Context: an optimization exercise on an open-source flow, tuned for small area. The choices shown serve that exercise and are no tape-out recipe.
Function was checked by simulation only, so behaviour that the tests miss may differ from the original.
Power and IR drop assume default switching activity.

==> run P: inputs <==
==> flow/design.v (excerpt) <==
module sauria_sa_top #(
    parameter X = 4,
    parameter Y = 4,
    parameter IA_W = 8,
    parameter IB_W = 8,
    parameter OC_W = 32,
    parameter TH_W = 2,
    parameter MULT_RES_MASK_W = 12,
    parameter MULT_APPR_MASK_W = 8
)(
    input  logic                        i_clk,
    input  logic                        i_rstn,
    input  logic [Y*IA_W-1:0]           i_a_arr,         
    input  logic [X*IB_W-1:0]           i_b_arr,         
    input  logic [Y*OC_W-1:0]           i_c_arr,         
    input  logic                        i_reg_clear,
    input  logic                        i_pipeline_en,
    input  logic [X-1:0]                i_cswitch_arr,   
    input  logic                        i_cscan_en,
    input  logic [TH_W-1:0]             i_thres,
    input  logic [MULT_RES_MASK_W-1:0]  i_mult_res_mask,
    input  logic [MULT_APPR_MASK_W-1:0] i_mult_appr_mask,
    output logic [Y*OC_W-1:0]           o_c_arr          
);
clock: 8.0 ns
lec_check: 0
cap_margin: 20
core_margin: 2
core_utilization: 50
cts_buf_list: sky130_fd_sc_hd__clkbuf_8
cts_cluster_diameter: 40
cts_cluster_size: 16
place_density: 0.65
slew_margin: 20
run.sh (not shown) runs the stock make flow with config.mk's settings and CLKGATE_MAP_FILE= SYNTH_SCRIPT=/design/flow/synth_recipe.tcl, a recipe that flattens the netlist after the stock synthesis.
==> run K (differences from run P) <==
--- a/flow/design.v
+++ b/flow/design.v
@@ -20,133 +20,131 @@
   assign Co = A & B;
 endmodule
 module mul_8x8_signed_bw (
   input  logic [7:0]  a,
   input  logic [7:0]  b,
   input  logic [11:0] R,    
   input  logic [7:0]  P,    
-  input  logic [7:4]  RP,   
-  input  logic [7:4]  RnP,  
   output logic [15:0] s,
   output logic [15:0] c
 );
   logic pp_0_0;
   assign pp_0_0 = (a[0] & b[0]) & P[0];
   logic pp_0_1;
   assign pp_0_1 = (a[1] & b[0]) & P[1];
   logic pp_0_2;
   assign pp_0_2 = ~P[2] | (a[2] & b[0]);
   logic pp_0_3;
   assign pp_0_3 = ~P[3] | (a[3] & b[0]);
   logic pp_0_4;
-  assign pp_0_4 = RnP[4] | ((a[4] & b[0]) & R[0]);
+  assign pp_0_4 = (~P[4] | (a[4] & b[0])) & R[0];
   logic pp_0_5;
-  assign pp_0_5 = RnP[5] | ((a[5] & b[0]) & R[1]);
+  assign pp_0_5 = (~P[5] | (a[5] & b[0])) & R[1];
   logic pp_0_6;
-  assign pp_0_6 = RnP[6] | ((a[6] & b[0]) & R[2]);
+  assign pp_0_6 = (~P[6] | (a[6] & b[0])) & R[2];
   logic pp_0_7;
-  assign pp_0_7 = RnP[7] | (~(a[7] & b[0]) & R[3]);
+  assign pp_0_7 = (~P[7] | ~(a[7] & b[0])) & R[3];
   logic pp_1_0;
   assign pp_1_0 = (a[0] & b[1]) & P[1];
   logic pp_1_1;
   assign pp_1_1 = (a[1] & b[1]) & P[2];
   logic pp_1_2;
   assign pp_1_2 = (a[2] & b[1]) & P[3];
   logic pp_1_3;
-  assign pp_1_3 = (a[3] & b[1]) & RP[4];
+  assign pp_1_3 = (a[3] & b[1]) & R[0] & P[4];
   logic pp_1_4;
-  assign pp_1_4 = (a[4] & b[1]) & RP[5];
+  assign pp_1_4 = (a[4] & b[1]) & R[1] & P[5];
   logic pp_1_5;
-  assign pp_1_5 = (a[5] & b[1]) & RP[6];
+  assign pp_1_5 = (a[5] & b[1]) & R[2] & P[6];
   logic pp_1_6;
-  assign pp_1_6 = (a[6] & b[1]) & RP[7];
+  assign pp_1_6 = (a[6] & b[1]) & R[3] & P[7];
   logic pp_1_7;
   assign pp_1_7 = ~(a[7] & b[1]) & R[4];
   logic pp_2_0;
   assign pp_2_0 = (a[0] & b[2]) & P[2];
   logic pp_2_1;
   assign pp_2_1 = (a[1] & b[2]) & P[3];
   logic pp_2_2;
-  assign pp_2_2 = (a[2] & b[2]) & RP[4];
+  assign pp_2_2 = (a[2] & b[2]) & R[0] & P[4];
   logic pp_2_3;
-  assign pp_2_3 = (a[3] & b[2]) & RP[5];
+  assign pp_2_3 = (a[3] & b[2]) & R[1] & P[5];
   logic pp_2_4;
-  assign pp_2_4 = (a[4] & b[2]) & RP[6];
+  assign pp_2_4 = (a[4] & b[2]) & R[2] & P[6];
   logic pp_2_5;
-  assign pp_2_5 = (a[5] & b[2]) & RP[7];
+  assign pp_2_5 = (a[5] & b[2]) & R[3] & P[7];
   logic pp_2_6;
   assign pp_2_6 = (a[6] & b[2]) & R[4];
   logic pp_2_7;
   assign pp_2_7 = ~(a[7] & b[2]) & R[5];
   logic pp_3_0;
   assign pp_3_0 = (a[0] & b[3]) & P[3];
   logic pp_3_1;
-  assign pp_3_1 = (a[1] & b[3]) & RP[4];
+  assign pp_3_1 = (a[1] & b[3]) & R[0] & P[4];
   logic pp_3_2;
-  assign pp_3_2 = (a[2] & b[3]) & RP[5];
+  assign pp_3_2 = (a[2] & b[3]) & R[1] & P[5];
   logic pp_3_3;
-  assign pp_3_3 = (a[3] & b[3]) & RP[6];
+  assign pp_3_3 = (a[3] & b[3]) & R[2] & P[6];
   logic pp_3_4;
-  assign pp_3_4 = (a[4] & b[3]) & RP[7];
+  assign pp_3_4 = (a[4] & b[3]) & R[3] & P[7];
   logic pp_3_5;
   assign pp_3_5 = (a[5] & b[3]) & R[4];
   logic pp_3_6;
   assign pp_3_6 = (a[6] & b[3]) & R[5];
   logic pp_3_7;
   assign pp_3_7 = ~(a[7] & b[3]) & R[6];
   logic pp_4_0;
-  assign pp_4_0 = (a[0] & b[4]) & RP[4];
+  assign pp_4_0 = (a[0] & b[4]) & R[0] & P[4];
   logic pp_4_1;
-  assign pp_4_1 = (a[1] & b[4]) & RP[5];
+  assign pp_4_1 = (a[1] & b[4]) & R[1] & P[5];
   logic pp_4_2;
-  assign pp_4_2 = (a[2] & b[4]) & RP[6];
+  assign pp_4_2 = (a[2] & b[4]) & R[2] & P[6];
   logic pp_4_3;
-  assign pp_4_3 = (a[3] & b[4]) & RP[7];
+  assign pp_4_3 = (a[3] & b[4]) & R[3] & P[7];
   logic pp_4_4;
   assign pp_4_4 = (a[4] & b[4]) & R[4];
   logic pp_4_5;
   assign pp_4_5 = (a[5] & b[4]) & R[5];
   logic pp_4_6;
   assign pp_4_6 = (a[6] & b[4]) & R[6];
   logic pp_4_7;
   assign pp_4_7 = ~(a[7] & b[4]) & R[7];
   logic pp_5_0;
-  assign pp_5_0 = (a[0] & b[5]) & RP[5];
+  assign pp_5_0 = (a[0] & b[5]) & R[1] & P[5];
   logic pp_5_1;
-  assign pp_5_1 = (a[1] & b[5]) & RP[6];
+  assign pp_5_1 = (a[1] & b[5]) & R[2] & P[6];
   logic pp_5_2;
-  assign pp_5_2 = (a[2] & b[5]) & RP[7];
+  assign pp_5_2 = (a[2] & b[5]) & R[3] & P[7];
   logic pp_5_3;
   assign pp_5_3 = (a[3] & b[5]) & R[4];
   logic pp_5_4;
   assign pp_5_4 = (a[4] & b[5]) & R[5];
   logic pp_5_5;
   assign pp_5_5 = (a[5] & b[5]) & R[6];
   logic pp_5_6;
   assign pp_5_6 = (a[6] & b[5]) & R[7];
   logic pp_5_7;
   assign pp_5_7 = ~(a[7] & b[5]) & R[8];
   logic pp_6_0;
-  assign pp_6_0 = (a[0] & b[6]) & RP[6];
+  assign pp_6_0 = (a[0] & b[6]) & R[2] & P[6];
   logic pp_6_1;
-  assign pp_6_1 = (a[1] & b[6]) & RP[7];
+  assign pp_6_1 = (a[1] & b[6]) & R[3] & P[7];
   logic pp_6_2;
   assign pp_6_2 = (a[2] & b[6]) & R[4];
   logic pp_6_3;
   assign pp_6_3 = (a[3] & b[6]) & R[5];
   logic pp_6_4;
   assign pp_6_4 = (a[4] & b[6]) & R[6];
   logic pp_6_5;
   assign pp_6_5 = (a[5] & b[6]) & R[7];
   logic pp_6_6;
   assign pp_6_6 = (a[6] & b[6]) & R[8];
   logic pp_6_7;
   assign pp_6_7 = ~(a[7] & b[6]) & R[9];
   logic pp_7_0;
-  assign pp_7_0 = ~(a[0] & b[7]) & RP[7];
+  assign pp_7_0 = ~(a[0] & b[7]) & R[3] & P[7];
   logic pp_7_1;
   assign pp_7_1 = ~(a[1] & b[7]) & R[4];
   logic pp_7_2;
   assign pp_7_2 = ~(a[2] & b[7]) & R[5];
   logic pp_7_3;
   assign pp_7_3 = ~(a[3] & b[7]) & R[6];
   logic pp_7_4;
@@ -275,104 +273,46 @@
   assign c[15] = 1'b0;
 endmodule
 module multiplier_generic (
     input  logic [7:0]  i_a,
     input  logic [7:0]  i_b,
     input  logic [11:0] i_mult_res_mask,
     input  logic [7:0]  i_mult_appr_mask,
-    input  logic [7:4]  i_rp,        
-    input  logic [7:4]  i_rnp,       
     output logic [15:0] o_prod
 );
 logic [15:0] s, c, t;
 logic        sign_res;
 mul_8x8_signed_bw tree_i (
     .a (i_a),
     .b (i_b),
     .R (i_mult_res_mask),
     .P (i_mult_appr_mask),
-    .RP  (i_rp),
-    .RnP (i_rnp),
     .s (s),
     .c (c)
 );
-adder_ideal #(.W(16), .BLK(8)) cpa_i (.i_p(s), .i_c(c), .i_ci(1'b0), .o_c(t), .o_co());
+adder_ideal #(.W(16)) cpa_i (.i_p(s), .i_c(c), .o_c(t));
 assign sign_res = i_a[7] ^ i_b[7];
 assign o_prod[3:0]  = t[3:0];
 assign o_prod[15:4] = (i_mult_res_mask & t[15:4]) | (~i_mult_res_mask & {12{sign_res}});
 endmodule
 module adder_ideal #(
-    parameter W   = 16,
-    parameter BLK = 5
+    parameter W = 16
 )(
     input  logic [W-1:0] i_p,
     input  logic [W-1:0] i_c,
-    input  logic         i_ci,
-    output logic [W-1:0] o_c,
-    output logic         o_co
-);
-localparam NB = (W + BLK - 1) / BLK;
-logic [NB:0] bc;     
-assign bc[0] = i_ci;
-genvar k, n;
-generate
-    for (n = 0; n < NB; n++) begin : blk
-        localparam LO = n * BLK;
-        localparam HI = ((n + 1) * BLK < W) ? (n + 1) * BLK : W;
-        if (n == 0) begin : first
-            logic [HI-LO:0] cy;
-            assign cy[0] = bc[0];
-            for (k = LO; k < HI; k++) begin : bits
-                FA fa_i (.A(i_p[k]), .B(i_c[k]), .Cin(cy[k-LO]), .S(o_c[k]), .Co(cy[k-LO+1]));
-            end
-            assign bc[1] = cy[HI-LO];
-        end else begin : sel
-            logic [HI-LO:0] cy0, cy1;
-            logic [HI-LO-1:0] s0, s1;
-            assign cy0[0] = 1'b0;
-            assign cy1[0] = 1'b1;
-            for (k = LO; k < HI; k++) begin : bits
-                FA fa0_i (.A(i_p[k]), .B(i_c[k]), .Cin(cy0[k-LO]), .S(s0[k-LO]), .Co(cy0[k-LO+1]));
-                FA fa1_i (.A(i_p[k]), .B(i_c[k]), .Cin(cy1[k-LO]), .S(s1[k-LO]), .Co(cy1[k-LO+1]));
-            end
-            assign o_c[HI-1:LO] = bc[n] ? s1 : s0;
-            assign bc[n+1] = bc[n] ? cy1[HI-LO] : cy0[HI-LO];
-        end
-    end
-endgenerate
-assign o_co = bc[NB];
+    output logic [W-1:0] o_c
+);
+assign o_c = i_p + i_c;
 endmodule
-module adder_generic #(
-    parameter BLK = 8
-)(
+module adder_generic (
     input  logic [15:0] i_p,
     input  logic [31:0] i_c,
     output logic [31:0] o_c
 );
-logic        c16, inc, dec;
-logic [16:0] all1, all0;
-adder_ideal #(.W(16), .BLK(BLK)) lo_i (
-    .i_p  (i_p),
-    .i_c  (i_c[15:0]),
-    .i_ci (1'b0),
-    .o_c  (o_c[15:0]),
-    .o_co (c16)
-);
-assign inc = c16 & ~i_p[15];
-assign dec = ~c16 & i_p[15];
-assign all1[0] = 1'b1;
-assign all0[0] = 1'b1;
-genvar k;
-generate
-    for (k = 0; k < 16; k++) begin : hi
-        assign all1[k+1] = all1[k] & i_c[16+k];
-        assign all0[k+1] = all0[k] & ~i_c[16+k];
-        assign o_c[16+k] = i_c[16+k] ^ ((inc & all1[k]) | (dec & all0[k]));
-    end
-endgenerate
+assign o_c = i_c + {{16{i_p[15]}}, i_p};
 endmodule
 module zero_det_neg (
     input  logic [7:0] i_a,
     input  logic [7:0] i_b,
     input  logic [1:0] i_thres,
     output logic       o_zero_det
 );
@@ -407,16 +347,14 @@
     input  logic        i_cscan_en,
     input  logic [7:0]  i_a,
     input  logic [7:0]  i_b,
     input  logic        i_cswitch,
     input  logic [31:0] i_c,
     input  logic [11:0] i_mult_res_mask,
     input  logic [7:0]  i_mult_appr_mask,
-    input  logic [7:4]  i_rp,
-    input  logic [7:4]  i_rnp,
     input  logic [1:0]  i_thres,
     output logic [7:0]  o_a,
     output logic [7:0]  o_b,
     output logic        o_cswitch,
     output logic [31:0] o_c
 );
 logic [7:0]  a_q, b_q;
@@ -444,16 +382,14 @@
     .o_zero_det (zero_det)
 );
 multiplier_generic multiplier_i (
     .i_a              (a_q),
     .i_b              (b_q),
     .i_mult_res_mask  (i_mult_res_mask),
     .i_mult_appr_mask (i_mult_appr_mask),
-    .i_rp             (i_rp),
-    .i_rnp            (i_rnp),
     .o_prod           (prod)
 );
 assign ld_mul = i_en & nz & ~zero_det;
 always_ff @(posedge i_clk) begin
     mul_q <= ({16{ld_mul}} & prod) | ({16{hold}} & mul_q);
 end
 assign cswitch_eff = cswitch_q & nz;
@@ -522,17 +458,14 @@
 end
 logic [1:0]  thres_q;
 always_ff @(posedge i_clk) begin
     if (i_pipeline_en) begin
         thres_q <= i_thres;
     end
 end
-logic [7:4] rp, rnp;
-assign rp  = i_mult_res_mask[3:0] & i_mult_appr_mask[7:4];
-assign rnp = i_mult_res_mask[3:0] & ~i_mult_appr_mask[7:4];
 logic [0:Y-1][0:X][7:0]    mat_a;
 logic [0:Y][0:X-1][7:0]    mat_b;
 logic [0:Y-1][0:X][31:0]   mat_c;
 logic [0:Y][0:X-1]         mat_cswitch;
 genvar i, j;
 generate
     for (j = 0; j < Y; j++) begin : y_ios
@@ -560,16 +493,14 @@
                 .i_cscan_en       (i_cscan_en),
                 .i_a              (mat_a[j][i]),
                 .i_b              (mat_b[j][i]),
                 .i_cswitch        (mat_cswitch[j][i]),
                 .i_c              (mat_c[j][i+1]),
                 .i_mult_res_mask  (i_mult_res_mask),
                 .i_mult_appr_mask (i_mult_appr_mask),
-                .i_rp             (rp),
-                .i_rnp            (rnp),
                 .i_thres          (thres_q),
                 .o_a              (mat_a[j][i+1]),
                 .o_b              (mat_b[j+1][i]),
                 .o_cswitch        (mat_cswitch[j+1][i]),
                 .o_c              (mat_c[j][i])
             );
         end
- CORE_UTILIZATION: 50 -> 40
- CTS_BUF_LIST: sky130_fd_sc_hd__clkbuf_8 -> unset
- CTS_CLUSTER_DIAMETER: 40 -> unset
- CTS_CLUSTER_SIZE: 16 -> unset
- PLACE_DENSITY: 0.65 -> 0.6
==> comparison <==
- Run P produced a clean layout. Run K passed the timing, design-rule and antenna checks.
- In sequential power, run P and run K hardly differ.
- In run K the fmax is larger than in run P, by 21%.
- Synthesized cell count: run K is larger than run P (12%).
- In run K the final area is larger than in run P, by about 5%.
- In run P the die area is lower than in run K, by 25%.
==> figures <==
                                                                     run P                  run K
Worst-case clock skew                                            0.0881 ns              0.0914 ns
Run status                                no timing/DRC/antenna violations  no timing/DRC/antenna violations
Worst Reg2Reg Path Length in Cells                                      25                     13
Power consumption                                                 0.0206 W               0.0200 W
Routed length on met3                                             36200 um               24900 um
Depth of the CTS H-tree                                                  5                      4
Leakage power summed over all cells                                55.5 nW                60.7 nW
Hold slack final                                                  0.420 ns               0.366 ns
Most common cell on crit path                        sky130_fd_sc_hd__fa_2  sky130_fd_sc_hd__fa_1
Origin of the worst setup path                              sa_array_i.z_q     i_mult_res_mask[3]
Floorplan die area                                              220000 um2             294000 um2
Non-clock buffer instance count of the final layout                    723                    529

==> what the ideal ports hide <==
The results above use ideal ports. As a check the final layouts listed here were re-extracted and re-timed, cells and wires unchanged. Step 1: set_driving_cell puts a clkbuf_16 on i_clk and a buf_2 on each other input, an assumption about the parent block. Step 2 adds t to the input delays and takes it off the output delays; t is the mean of the earliest and latest rising clock arrival at the registers after step 1. Input paths then give back, and output paths get back, about the clock's delay inside the block. a / b / c = ideal ports / drivers / drivers and shift; a / b = the first two.
run	t (ns)	setup slack, ns	worst setup path at the end	cell pins on the clock port's net
run P	1.126	0.526 / 0.526 / -0.336	input to register	1
run K	0.962	1.810 / 1.854 / 0.892	input to register	1
With both steps, setup timing fails in run P, where it was met with ideal ports. For run K, which loses most, drivers alone change the setup slack by +0.044 ns; drivers and shift together by -0.918 ns.
